Context: an optimization exercise on an open-source flow, tuned for small area. The choices shown serve that exercise and are no tape-out recipe.
Function was checked by simulation only, so behaviour that the tests miss may differ from the original.
No activity file was given, so power comes from the tool's default toggle rates.

==> 04-02: inputs <==
Design completekeccak, start of the top module:
module completekeccak(a, b, clk, rst);
  input [63:0] a;
  output [63:0] b;
  input clk;
  input rst;
  function integer rhoff(input integer i);
    case (i)
      0: rhoff = 0;   1: rhoff = 1;   2: rhoff = 62;  3: rhoff = 28;  4: rhoff = 27;
      5: rhoff = 36;  6: rhoff = 44;  7: rhoff = 6;   8: rhoff = 55;  9: rhoff = 20;
      10: rhoff = 3;  11: rhoff = 10; 12: rhoff = 43; 13: rhoff = 25; 14: rhoff = 39;
      15: rhoff = 41; 16: rhoff = 45; 17: rhoff = 15; 18: rhoff = 21; 19: rhoff = 8;
      20: rhoff = 18; 21: rhoff = 2;  22: rhoff = 61; 23: rhoff = 56; default: rhoff = 14;
    endcase
  endfunction
  function integer pol(input integer p);
    pol = (p % 2 == 0) ? 1 : 0;
  endfunction
  function integer kap(input integer x);
    kap = pol(x) ^ pol(x+5) ^ pol(x+10) ^ pol(x+15) ^ pol(x+20);
  endfunction
  function integer bet(input integer x);
    bet = x % 2;
  endfunction
  function integer pidx(input integer l);
    pidx = (l / 5) + 5 * ((2 * (l % 5) + 3 * (l / 5)) % 5);
  endfunction
  reg [6:0] cnt;
  always @(posedge clk)
    if (rst) cnt <= 7'd1;
    else if (cnt != 7'd76) cnt <= cnt + 7'd1;
  wire ld   = cnt <= 7'd26;
  wire rnd  = cnt >= 7'd27 && cnt <= 7'd50;
  wire hold = cnt == 7'd76;
  wire rot  = cnt >= 7'd51 && cnt <= 7'd75;
  wire nrnd = ~rnd;
  wire [63:0] rc;
  assign rc[0] = (cnt == 7'd27) | (cnt == 7'd31) | (cnt == 7'd32) | (cnt == 7'd33) | (cnt == 7'd34) | (cnt == 7'd37) | (cnt == 7'd39) | (cnt == 7'd40) | (cnt == 7'd41) | (cnt == 7'd42) | (cnt == 7'd47) | (cnt == 7'd49);
  assign rc[1] = (cnt == 7'd28) | (cnt == 7'd29) | (cnt == 7'd31) | (cnt == 7'd35) | (cnt == 7'd38) | (cnt == 7'd39) | (cnt == 7'd40) | (cnt == 7'd42) | (cnt == 7'd43) | (cnt == 7'd45) | (cnt == 7'd46);
  assign rc[2] = 1'b0;
  ...
==> flow/config.mk <==
export PLATFORM = sky130hd
export DESIGN_NAME = completekeccak
export DESIGN_NICKNAME = completekeccak
export VERILOG_FILES = /design/flow/design.v
export SDC_FILE = /design/flow/constraint.sdc
export NUM_CORES = 4
export LEC_CHECK = 0
export CAP_MARGIN = 30
export CORE_MARGIN = 2
export CORE_UTILIZATION = 50
export CTS_BUF_LIST = sky130_fd_sc_hd__clkbuf_16
export CTS_CLUSTER_DIAMETER = 100
export CTS_CLUSTER_SIZE = 20
export PLACE_DENSITY = 0.6
export SLEW_MARGIN = 30
export SYNTH_HIERARCHICAL = 1
export SYNTH_MINIMUM_KEEP_SIZE = 0
==> flow/constraint.sdc <==
create_clock -name core_clock -period 10.0 [get_ports {clk}]
set_input_delay 2.0000 -clock core_clock [delete_from_list [all_inputs] [get_ports {clk}]]
set_output_delay 2.0000 -clock core_clock [all_outputs]
set_load 0.01 [all_outputs]
standard.sh (not shown) runs the stock make flow with config.mk's settings and CLKGATE_MAP_FILE= SYNTH_SCRIPT=/design/flow/synth_recipe.tcl, a recipe that flattens the netlist after the stock synthesis.
==> flow/flow/run.sh <==
#!/bin/bash
set -euo pipefail
bash standard.sh 'BUFFER_PORTS_ARGS=-buffer_cell sky130_fd_sc_hd__buf_1' finish > flow_make.log 2>&1
==> 03-22 (differences from 04-02) <==
--- a/flow/design.v
+++ b/flow/design.v
@@ -60,79 +60,32 @@
     if (rst) cnt <= 7'd1;
     else if (cnt != 7'd76) cnt <= cnt + 7'd1;
   wire ld   = cnt <= 7'd26;
   wire rnd  = cnt >= 7'd27 && cnt <= 7'd50;
   wire hold = cnt == 7'd76;
   wire rot  = cnt >= 7'd51 && cnt <= 7'd75;
   wire nrnd = ~rnd;
-  wire [63:0] rc;
-  assign rc[0] = (cnt == 7'd27) | (cnt == 7'd31) | (cnt == 7'd32) | (cnt == 7'd33) | (cnt == 7'd34) | (cnt == 7'd37) | (cnt == 7'd39) | (cnt == 7'd40) | (cnt == 7'd41) | (cnt == 7'd42) | (cnt == 7'd47) | (cnt == 7'd49);
-  assign rc[1] = (cnt == 7'd28) | (cnt == 7'd29) | (cnt == 7'd31) | (cnt == 7'd35) | (cnt == 7'd38) | (cnt == 7'd39) | (cnt == 7'd40) | (cnt == 7'd42) | (cnt == 7'd43) | (cnt == 7'd45) | (cnt == 7'd46);
-  assign rc[2] = 1'b0;
-  assign rc[3] = (cnt == 7'd29) | (cnt == 7'd31) | (cnt == 7'd34) | (cnt == 7'd35) | (cnt == 7'd36) | (cnt == 7'd37) | (cnt == 7'd38) | (cnt == 7'd39) | (cnt == 7'd40) | (cnt == 7'd41) | (cnt == 7'd45) | (cnt == 7'd46) | (cnt == 7'd50);
-  assign rc[4] = 1'b0;
-  assign rc[5] = 1'b0;
-  assign rc[6] = 1'b0;
-  assign rc[7] = (cnt == 7'd28) | (cnt == 7'd29) | (cnt == 7'd31) | (cnt == 7'd33) | (cnt == 7'd35) | (cnt == 7'd36) | (cnt == 7'd39) | (cnt == 7'd40) | (cnt == 7'd41) | (cnt == 7'd44) | (cnt == 7'd47) | (cnt == 7'd48);
-  assign rc[8] = 1'b0;
-  assign rc[9] = 1'b0;
-  assign rc[10] = 1'b0;
-  assign rc[11] = 1'b0;
-  assign rc[12] = 1'b0;
-  assign rc[13] = 1'b0;
-  assign rc[14] = 1'b0;
-  assign rc[15] = (cnt == 7'd28) | (cnt == 7'd29) | (cnt == 7'd30) | (cnt == 7'd31) | (cnt == 7'd33) | (cnt == 7'd34) | (cnt == 7'd37) | (cnt == 7'd39) | (cnt == 7'd41) | (cnt == 7'd42) | (cnt == 7'd43) | (cnt == 7'd45) | (cnt == 7'd47) | (cnt == 7'd48) | (cnt == 7'd50);
-  assign rc[16] = 1'b0;
-  assign rc[17] = 1'b0;
-  assign rc[18] = 1'b0;
-  assign rc[19] = 1'b0;
-  assign rc[20] = 1'b0;
-  assign rc[21] = 1'b0;
-  assign rc[22] = 1'b0;
-  assign rc[23] = 1'b0;
-  assign rc[24] = 1'b0;
-  assign rc[25] = 1'b0;
-  assign rc[26] = 1'b0;
-  assign rc[27] = 1'b0;
-  assign rc[28] = 1'b0;
-  assign rc[29] = 1'b0;
-  assign rc[30] = 1'b0;
-  assign rc[31] = (cnt == 7'd30) | (cnt == 7'd32) | (cnt == 7'd33) | (cnt == 7'd37) | (cnt == 7'd38) | (cnt == 7'd39) | (cnt == 7'd46) | (cnt == 7'd47) | (cnt == 7'd49) | (cnt == 7'd50);
-  assign rc[32] = 1'b0;
-  assign rc[33] = 1'b0;
-  assign rc[34] = 1'b0;
-  assign rc[35] = 1'b0;
-  assign rc[36] = 1'b0;
-  assign rc[37] = 1'b0;
-  assign rc[38] = 1'b0;
-  assign rc[39] = 1'b0;
-  assign rc[40] = 1'b0;
-  assign rc[41] = 1'b0;
-  assign rc[42] = 1'b0;
-  assign rc[43] = 1'b0;
-  assign rc[44] = 1'b0;
-  assign rc[45] = 1'b0;
-  assign rc[46] = 1'b0;
-  assign rc[47] = 1'b0;
-  assign rc[48] = 1'b0;
-  assign rc[49] = 1'b0;
-  assign rc[50] = 1'b0;
-  assign rc[51] = 1'b0;
-  assign rc[52] = 1'b0;
-  assign rc[53] = 1'b0;
-  assign rc[54] = 1'b0;
-  assign rc[55] = 1'b0;
-  assign rc[56] = 1'b0;
-  assign rc[57] = 1'b0;
-  assign rc[58] = 1'b0;
-  assign rc[59] = 1'b0;
-  assign rc[60] = 1'b0;
-  assign rc[61] = 1'b0;
-  assign rc[62] = 1'b0;
-  assign rc[63] = (cnt == 7'd29) | (cnt == 7'd30) | (cnt == 7'd33) | (cnt == 7'd34) | (cnt == 7'd40) | (cnt == 7'd41) | (cnt == 7'd42) | (cnt == 7'd43) | (cnt == 7'd44) | (cnt == 7'd46) | (cnt == 7'd47) | (cnt == 7'd48) | (cnt == 7'd50);
+  reg [63:0] rc;
+  always @* begin
+    case (cnt)
+      7'd27: rc = 64'h0000000000000001;  7'd28: rc = 64'h0000000000008082;
+      7'd29: rc = 64'h800000000000808a;  7'd30: rc = 64'h8000000080008000;
+      7'd31: rc = 64'h000000000000808b;  7'd32: rc = 64'h0000000080000001;
+      7'd33: rc = 64'h8000000080008081;  7'd34: rc = 64'h8000000000008009;
+      7'd35: rc = 64'h000000000000008a;  7'd36: rc = 64'h0000000000000088;
+      7'd37: rc = 64'h0000000080008009;  7'd38: rc = 64'h000000008000000a;
+      7'd39: rc = 64'h000000008000808b;  7'd40: rc = 64'h800000000000008b;
+      7'd41: rc = 64'h8000000000008089;  7'd42: rc = 64'h8000000000008003;
+      7'd43: rc = 64'h8000000000008002;  7'd44: rc = 64'h8000000000000080;
+      7'd45: rc = 64'h000000000000800a;  7'd46: rc = 64'h800000008000000a;
+      7'd47: rc = 64'h8000000080008081;  7'd48: rc = 64'h8000000000008080;
+      7'd49: rc = 64'h0000000080000001;  7'd50: rc = 64'h8000000080008008;
+      default: rc = 64'h0;
+    endcase
+  end
   reg  [1599:0] s;       
   wire [1599:0] nx;      
   always @(posedge clk) s <= nx;
   assign b = s[64*23 +: 64];
   wire [63:0] c01 [0:4], c23 [0:4], c03 [0:4], ch [0:4], dh [0:4];
   wire [1599:0] ap;      
   wire [1599:0] bb;      
==> flow/run.sh (new file) <==
#!/bin/bash
# synth_recipe.tcl (not shown) runs the flow's synth.tcl, then flattens the netlist and writes it again
# the make line also repeats each setting of config.mk as NAME=value (left out here)
make -C /OpenROAD-flow-scripts/flow DESIGN_CONFIG=/design/flow/config.mk WORK_HOME=/design/flow/orfs CLKGATE_MAP_FILE= SYNTH_SCRIPT=/design/flow/synth_recipe.tcl finish
CORE_UTILIZATION = 40   (was 50)
PLACE_DENSITY = 0.5   (was 0.6)
removed: flow/flow/run.sh
removed: flow/standard.sh
==> 11-09 (differences from 04-02) <==
--- a/flow/design.v
+++ b/flow/design.v
@@ -60,79 +60,32 @@
     if (rst) cnt <= 7'd1;
     else if (cnt != 7'd76) cnt <= cnt + 7'd1;
   wire ld   = cnt <= 7'd26;
   wire rnd  = cnt >= 7'd27 && cnt <= 7'd50;
   wire hold = cnt == 7'd76;
   wire rot  = cnt >= 7'd51 && cnt <= 7'd75;
   wire nrnd = ~rnd;
-  wire [63:0] rc;
-  assign rc[0] = (cnt == 7'd27) | (cnt == 7'd31) | (cnt == 7'd32) | (cnt == 7'd33) | (cnt == 7'd34) | (cnt == 7'd37) | (cnt == 7'd39) | (cnt == 7'd40) | (cnt == 7'd41) | (cnt == 7'd42) | (cnt == 7'd47) | (cnt == 7'd49);
-  assign rc[1] = (cnt == 7'd28) | (cnt == 7'd29) | (cnt == 7'd31) | (cnt == 7'd35) | (cnt == 7'd38) | (cnt == 7'd39) | (cnt == 7'd40) | (cnt == 7'd42) | (cnt == 7'd43) | (cnt == 7'd45) | (cnt == 7'd46);
-  assign rc[2] = 1'b0;
-  assign rc[3] = (cnt == 7'd29) | (cnt == 7'd31) | (cnt == 7'd34) | (cnt == 7'd35) | (cnt == 7'd36) | (cnt == 7'd37) | (cnt == 7'd38) | (cnt == 7'd39) | (cnt == 7'd40) | (cnt == 7'd41) | (cnt == 7'd45) | (cnt == 7'd46) | (cnt == 7'd50);
-  assign rc[4] = 1'b0;
-  assign rc[5] = 1'b0;
-  assign rc[6] = 1'b0;
-  assign rc[7] = (cnt == 7'd28) | (cnt == 7'd29) | (cnt == 7'd31) | (cnt == 7'd33) | (cnt == 7'd35) | (cnt == 7'd36) | (cnt == 7'd39) | (cnt == 7'd40) | (cnt == 7'd41) | (cnt == 7'd44) | (cnt == 7'd47) | (cnt == 7'd48);
-  assign rc[8] = 1'b0;
-  assign rc[9] = 1'b0;
-  assign rc[10] = 1'b0;
-  assign rc[11] = 1'b0;
-  assign rc[12] = 1'b0;
-  assign rc[13] = 1'b0;
-  assign rc[14] = 1'b0;
-  assign rc[15] = (cnt == 7'd28) | (cnt == 7'd29) | (cnt == 7'd30) | (cnt == 7'd31) | (cnt == 7'd33) | (cnt == 7'd34) | (cnt == 7'd37) | (cnt == 7'd39) | (cnt == 7'd41) | (cnt == 7'd42) | (cnt == 7'd43) | (cnt == 7'd45) | (cnt == 7'd47) | (cnt == 7'd48) | (cnt == 7'd50);
-  assign rc[16] = 1'b0;
-  assign rc[17] = 1'b0;
-  assign rc[18] = 1'b0;
-  assign rc[19] = 1'b0;
-  assign rc[20] = 1'b0;
-  assign rc[21] = 1'b0;
-  assign rc[22] = 1'b0;
-  assign rc[23] = 1'b0;
-  assign rc[24] = 1'b0;
-  assign rc[25] = 1'b0;
-  assign rc[26] = 1'b0;
-  assign rc[27] = 1'b0;
-  assign rc[28] = 1'b0;
-  assign rc[29] = 1'b0;
-  assign rc[30] = 1'b0;
-  assign rc[31] = (cnt == 7'd30) | (cnt == 7'd32) | (cnt == 7'd33) | (cnt == 7'd37) | (cnt == 7'd38) | (cnt == 7'd39) | (cnt == 7'd46) | (cnt == 7'd47) | (cnt == 7'd49) | (cnt == 7'd50);
-  assign rc[32] = 1'b0;
-  assign rc[33] = 1'b0;
-  assign rc[34] = 1'b0;
-  assign rc[35] = 1'b0;
-  assign rc[36] = 1'b0;
-  assign rc[37] = 1'b0;
-  assign rc[38] = 1'b0;
-  assign rc[39] = 1'b0;
-  assign rc[40] = 1'b0;
-  assign rc[41] = 1'b0;
-  assign rc[42] = 1'b0;
-  assign rc[43] = 1'b0;
-  assign rc[44] = 1'b0;
-  assign rc[45] = 1'b0;
-  assign rc[46] = 1'b0;
-  assign rc[47] = 1'b0;
-  assign rc[48] = 1'b0;
-  assign rc[49] = 1'b0;
-  assign rc[50] = 1'b0;
-  assign rc[51] = 1'b0;
-  assign rc[52] = 1'b0;
-  assign rc[53] = 1'b0;
-  assign rc[54] = 1'b0;
-  assign rc[55] = 1'b0;
-  assign rc[56] = 1'b0;
-  assign rc[57] = 1'b0;
-  assign rc[58] = 1'b0;
-  assign rc[59] = 1'b0;
-  assign rc[60] = 1'b0;
-  assign rc[61] = 1'b0;
-  assign rc[62] = 1'b0;
-  assign rc[63] = (cnt == 7'd29) | (cnt == 7'd30) | (cnt == 7'd33) | (cnt == 7'd34) | (cnt == 7'd40) | (cnt == 7'd41) | (cnt == 7'd42) | (cnt == 7'd43) | (cnt == 7'd44) | (cnt == 7'd46) | (cnt == 7'd47) | (cnt == 7'd48) | (cnt == 7'd50);
+  reg [63:0] rc;
+  always @* begin
+    case (cnt)
+      7'd27: rc = 64'h0000000000000001;  7'd28: rc = 64'h0000000000008082;
+      7'd29: rc = 64'h800000000000808a;  7'd30: rc = 64'h8000000080008000;
+      7'd31: rc = 64'h000000000000808b;  7'd32: rc = 64'h0000000080000001;
+      7'd33: rc = 64'h8000000080008081;  7'd34: rc = 64'h8000000000008009;
+      7'd35: rc = 64'h000000000000008a;  7'd36: rc = 64'h0000000000000088;
+      7'd37: rc = 64'h0000000080008009;  7'd38: rc = 64'h000000008000000a;
+      7'd39: rc = 64'h000000008000808b;  7'd40: rc = 64'h800000000000008b;
+      7'd41: rc = 64'h8000000000008089;  7'd42: rc = 64'h8000000000008003;
+      7'd43: rc = 64'h8000000000008002;  7'd44: rc = 64'h8000000000000080;
+      7'd45: rc = 64'h000000000000800a;  7'd46: rc = 64'h800000008000000a;
+      7'd47: rc = 64'h8000000080008081;  7'd48: rc = 64'h8000000000008080;
+      7'd49: rc = 64'h0000000080000001;  7'd50: rc = 64'h8000000080008008;
+      default: rc = 64'h0;
+    endcase
+  end
   reg  [1599:0] s;       
   wire [1599:0] nx;      
   always @(posedge clk) s <= nx;
   assign b = s[64*23 +: 64];
   wire [63:0] c01 [0:4], c23 [0:4], c03 [0:4], ch [0:4], dh [0:4];
   wire [1599:0] ap;      
   wire [1599:0] bb;      
CORE_UTILIZATION = 57   (was 50)
PLACE_DENSITY = 0.67   (was 0.6)
==> 04-04 (differences from 04-02) <==
CORE_UTILIZATION = 54   (was 50)
PLACE_DENSITY = 0.64   (was 0.6)
==> qor summary <==
| item | 04-04 | 04-02 | 11-09 | 03-22 |
|---|---|---|---|---|
| Run status | complete, no violations | complete, no violations | complete, no violations | complete, no violations |
| Crit end category | flop | flop | flop | output port |
| Share of the synthesized netlist area taken by xor and xnor gates | 0.452 | 0.452 | 0.451 | 0.451 |
| Initial cell density of the core | 0.543 | 0.503 | 0.574 | 0.402 |
| Core Rows | 152 | 158 | 148 | 177 |
| Buffer and inverter count on the worst path | 3 | 0 | 0 | 1 |
| Timing startpoint of the critical path | cnt[1]$_SDFFE_PP0N_ | s[1224]$_DFF_P_ | s[508]$_DFF_P_ | s[1504]$_DFF_P_ |
| Power dissipated by switching net loads | 26.8 mW | 27.3 mW | 27.1 mW | 28.4 mW |
| Worst Hold Margin | 0.516 ns | 0.529 ns | 0.527 ns | 0.510 ns |
| Met2 routing resource usage after global routing | 0.779 | 0.754 | 0.817 | 0.676 |
| Leakage | 41.5 nW | 41.7 nW | 41.5 nW | 42.8 nW |
| Arrival time at the worst endpoint | 5.22 ns | 5.02 ns | 5.11 ns | 2.44 ns |
| Endpoint required time on the critical path | 10.64 ns | 10.65 ns | 10.64 ns | 8.00 ns |
| Critical path destination | s[1432]$_DFF_P_ | s[1004]$_DFF_P_ | s[1031]$_DFF_P_ | b[32] |
| Hold path startpoint | s[811]$_DFF_P_ | s[443]$_DFF_P_ | s[1388]$_DFF_P_ | s[824]$_DFF_P_ |
| Cell area after synthesis | 93,200 µm² | 93,200 µm² | 93,500 µm² | 93,500 µm² |
| Fraction of power spent switching nets | 0.603 | 0.605 | 0.606 | 0.606 |
| Antenna Diode Count | 42 | 49 | 27 | 48 |
| Storage element area | 32,200 µm² | 32,200 µm² | 32,300 µm² | 32,300 µm² |
| Met1 layer wirelength in the final routing | 180,000 µm | 193,000 µm | 174,000 µm | 229,000 µm |
| Die Span X | 420 µm | 436 µm | 409 µm | 488 µm |
| Multi-input logic cell count | 8,173 | 8,173 | 8,195 | 8,195 |

-- separate check: timing with driven ports --
The flow's constraints put no driver on any port. The routed layouts listed below were extracted and timed again, unchanged, in two steps. Step 1 sets driving cells, clkbuf_16 on the clock port and buf_2 on the other inputs (assumed; they add their load-dependent delay and slew). Step 2 times the ports against the registers' clock, not the clock port: input delays grow and output delays shrink by t, the midpoint of the rising clock arrivals with the driver on. Slacks: no drivers / after step 1 / after step 2; pairs: no drivers / after step 1.
| run | t (ns) | setup WS [ns] | hold WS [ns] | worst setup path at the end | clock arrival spread, ns |
|---|---|---|---|---|---|
| 04-02 | 0.917 | 5.632 / 5.632 / 5.632 | 0.529 / 0.529 / 0.529 | register to register | 0.038 / 0.037 |
| 03-22 | 0.926 | 5.558 / 5.459 / 5.623 | 0.510 / 0.510 / 0.510 | register to register | 0.058 / 0.059 |
| 11-09 | 0.892 | 5.529 / 5.529 / 5.529 | 0.527 / 0.527 / 0.527 | register to register | 0.036 / 0.036 |
| 04-04 | 0.903 | 5.417 / 5.417 / 5.417 | 0.516 / 0.516 / 0.516 | register to register | 0.052 / 0.053 |
After both steps every run listed still meets setup and hold.
